This is an optimization exercise on Yosys and OpenROAD, whose aim is small area, a short achievable clock period and few clock cycles, not a production implementation. Function was checked by simulation only, so behaviour that the tests miss may differ from the original. The clock input has no modelled driver; a real chip could not lean on it and would need a root buffer or a full tree.

==> flow/design.v (excerpt) <==
module csi_top (
	input  logic        clk,
	input  logic        rst_n,
	input  logic        start,
	output logic [17:0] sram_addr,
	output logic [15:0] sram_wdata,
	output logic        sram_we_n,
	input  logic [15:0] sram_rdata,
	output logic        done
);
localparam logic [17:0] U_BASE   = 18'd38400;
localparam logic [17:0] V_BASE   = 18'd57600;
localparam logic [17:0] RGB_BASE = 18'd146944;
localparam logic [15:0] C_END    = 16'd38406;
logic        run;
logic        we;        
logic [4:0]  ph;        
logic [15:0] c;         
logic [7:0]  col;       
logic [17:0] wc;        
wire wact = (|c[15:3]) | (c[2] & c[1]);    
logic [7:0]  uh, ul, vh, vl;
logic [7:0]  L [0:10];
wire [7:0] ins  = ph[0] ? (c[0] ? vl : vh) : (c[0] ? ul : uh);
logic      head, t157, t158, t159;    
wire [7:0] tp1 = t159 ? L[6] : L[4];
wire [7:0] tp2 = t159 ? L[6] : (t158 ? L[4] : L[2]);
wire [7:0] tp3 = t159 ? L[6] : (t158 ? L[4] : (t157 ? L[2] : L[0]));
logic [8:0] ia, ib, ic;
wire [7:0] tm1 = L[8];
wire [7:0] tm2 = L[10];
wire [7:0] tp0 = L[6];
logic [8:0] uo, vo;
wire  [16:0] it_s, it_c;
wire it_n1 = ~ia[0];
wire it_n2, it_n3;
csi_ha u_it_n2 (.a(ia[1]), .b(ia[3]), .s(it_n2), .co(it_n3));
wire it_n4, it_n5;
csi_ha u_it_n4 (.a(ia[0]), .b(~ia[5]), .s(it_n4), .co(it_n5));
wire it_n6 = ~(ia[1] ^ ~ia[6]);
  ...
Size: ~350 flip-flops, roughly 55 I/O pins, about 0.021 mm^2 of cells after synthesis.
==> flow/config.mk <==
export PLATFORM = sky130hd
export DESIGN_NAME = csi_top
export DESIGN_NICKNAME = csi_top
export VERILOG_FILES = /design/flow/design.v
export SDC_FILE = /design/flow/constraint.sdc
export NUM_CORES = 4
export LEC_CHECK = 0
export CAP_MARGIN = 20
export CORE_MARGIN = 2
export CORE_UTILIZATION = 65
export PLACE_DENSITY = 0.75
export SLEW_MARGIN = 20
export SYNTH_HIERARCHICAL = 1
export SYNTH_MINIMUM_KEEP_SIZE = 0
==> flow/constraint.sdc <==
create_clock -name core_clock -period 17.0 [get_ports {clk}]
set_input_delay 3.4000 -clock core_clock [delete_from_list [all_inputs] [get_ports {clk}]]
set_output_delay 3.4000 -clock core_clock [all_outputs]
set_load 0.01 [all_outputs]
standard.sh (not shown) runs the stock make flow with config.mk's settings and CLKGATE_MAP_FILE= SYNTH_SCRIPT=/design/flow/synth_recipe.tcl, a recipe that flattens the netlist after the stock synthesis.
==> flow/flow/run.sh <==
#!/bin/bash
# Standard ORFS layout with buf_2 port buffers and timing repair aimed at a
# 4.3 ns path delay (the constraints stay the design's: 17 ns clock).
set -euo pipefail
bash standard.sh "BUFFER_PORTS_ARGS=-buffer_cell sky130_fd_sc_hd__buf_2" SETUP_SLACK_MARGIN=12.7 finish > flow.log 2>&1
The first run passed the timing, design-rule and antenna checks.
Testbench counts at the start, summed over its fixed seeds: cycles 2,304,384.
==> next run, changes <==
==> flow/flow/run.sh (replaced) <==
#!/bin/bash
# Standard ORFS layout with buf_2 port buffers and timing repair aimed at a
# 4.3 ns path delay (the constraints stay the design's: 17 ns clock).
set -euo pipefail
bash standard.sh "BUFFER_PORTS_ARGS=-buffer_cell sky130_fd_sc_hd__buf_2" SETUP_SLACK_MARGIN=12.8 MATCH_CELL_FOOTPRINT=0 finish > flow.log 2>&1
Settings changed: CTS_CLUSTER_DIAMETER from default to 100, CTS_CLUSTER_SIZE from default to 30.
Result:
- The new run went through all stages and came out clean
- non-clock buffer count grows by 5
- cell count shrinks by 1.5%
- global-route usage shrinks by 0.42 points
- count of clock-buffer cells in the layout shrinks by 21
- wire length shrinks by 1.2%
- sequential share of layout area grows by 0.86 points
- cell area shrinks by 2.3%
- clock skew grows by 15 ps
- via count shrinks by 1.4%

* * *

csi_top, a different RTL version from the one above (not shown whole).
For scale: ~1500 cells after synthesis, about 55 I/O pins, ~19000 um^2 of cells after synthesis.
## csi_top
module csi_top (
	input  logic        clk,
	input  logic        rst_n,
	input  logic        start,
	output logic [17:0] sram_addr,
	output logic [15:0] sram_wdata,
	output logic        sram_we_n,
	input  logic [15:0] sram_rdata,
	output logic        done
);
Settings: LEC_CHECK=0, CAP_MARGIN=20, CORE_MARGIN=2, CORE_UTILIZATION=65, CTS_CLUSTER_DIAMETER=100, CTS_CLUSTER_SIZE=30, PLACE_DENSITY=0.75, SLEW_MARGIN=20, SYNTH_HIERARCHICAL=1, SYNTH_MINIMUM_KEEP_SIZE=0; clock period 17.0 ns.
==> flow/flow/run.sh <==
#!/bin/bash
# Standard ORFS layout with buf_2 port buffers, the clock tree options below with
# its branch-buffer level removed (flow/post_cts.tcl), and timing repair aimed
# at a 4.3 ns path delay. The constraints stay the design's (17 ns clock).
set -euo pipefail
here=$(pwd)
bash standard.sh "BUFFER_PORTS_ARGS=-buffer_cell sky130_fd_sc_hd__buf_2" SETUP_SLACK_MARGIN=12.7 \
  "CTS_ARGS=-sink_clustering_enable -repair_clock_nets -sink_clustering_size 30 -sink_clustering_max_diameter 100 -dont_use_dummy_load -sink_clustering_levels 1" \
  "POST_CTS_TCL=$here/flow/post_cts.tcl" \
  finish > flow.log 2>&1
==> flow/flow/post_cts.tcl <==
# Runs at the end of ORFS's CTS step (POST_CTS_TCL). TritonCTS puts one level of
# H-tree branch buffers between the root buffer and the sink-cluster buffers;
# this removes that level so the root buffer drives every cluster buffer
# directly. Every register keeps the same number of buffers (two) on its clock
# path, so the tree stays balanced; only the common insertion delay shrinks.
set block [ord::get_db_block]
set root [$block findInst clkbuf_0_clk]
if { $root == "NULL" } {
  puts "post_cts: no root buffer clkbuf_0_clk, tree left as is"
  return
}
set root_net [[$root findITerm X] getNet]
set removed 0
foreach it [$root_net getITerms] {
  set inst [$it getInst]
  if { $inst == $root } { continue }
  set name [$inst getName]
  if { ![string match "clkbuf_1_*" $name] } { continue }
  set out_net [[$inst findITerm X] getNet]
  foreach load [$out_net getITerms] {
    if { [$load getInst] == $inst } { continue }
    $load disconnect
    $load connect $root_net
  }
  [$inst findITerm A] disconnect
  [$inst findITerm X] disconnect
  odb::dbInst_destroy $inst
  odb::dbNet_destroy $out_net
  incr removed
}
puts "post_cts: removed $removed branch buffers; root drives [llength [$root_net getITerms]] pins"
estimate_parasitics -placement
report_clock_skew
Testbench counts at the start, summed over its fixed seeds: cycles 2,304,324.
Change:
==> flow/flow/run.sh (replaced) <==
#!/bin/bash
# Standard ORFS layout with buf_2 port buffers, clock tree options below, and
# timing repair aimed at a 4.3 ns path delay. The constraints stay the design's.
set -euo pipefail
bash standard.sh "BUFFER_PORTS_ARGS=-buffer_cell sky130_fd_sc_hd__buf_2" SETUP_SLACK_MARGIN=12.7 \
  "CTS_ARGS=-sink_clustering_enable -repair_clock_nets -sink_clustering_size 30 -sink_clustering_max_diameter 100 -dont_use_dummy_load -sink_clustering_levels 1" \
  finish > flow.log 2>&1
removed: flow/flow/post_cts.tcl
Outcome: The new run ran to the end with no violations. Synthesized area is unchanged. Worst setup slack gets worse by 0.044 ns. Global-route usage falls by 0.55 points. Routed wire length barely changes. Hold slack is about the same. Clock-buffer cell count climbs by 2. Register-to-register slack hardly moves.

-- re-timing with driven ports --
How much do the figures lean on ideal ports? The routed layouts below were timed once more, with nothing changed but the port constraints.
Step 1 sets driving cells, clkbuf_16 on the clock port and buf_2 on the other inputs (assumed; they add their load-dependent delay and slew).
Step 2 moves the port delays by t, midway between the first and last clock arrival at a register: inputs arrive t later, outputs are due t later. That takes back most of the time a late clock gives input paths.
Slacks: ideal / step 1 / step 2; pairs: ideal / step 1.
run	shift t [ns]	setup WS [ns]	worst setup path after step 2	latest minus earliest clock arrival (ns)
the first run of note 1	0.572	12.562 / 12.508 / 12.721	register to register	0.027 / 0.027
the second run of note 1	0.570	12.526 / 12.473 / 12.809	register to register	0.041 / 0.041
the first run of note 2	0.492	12.596 / 12.546 / 12.796	register to register	0.059 / 0.059
the second run of note 2	0.542	12.552 / 12.501 / 12.793	register to register	0.075 / 0.074
After both steps setup and hold are still met in every run listed.
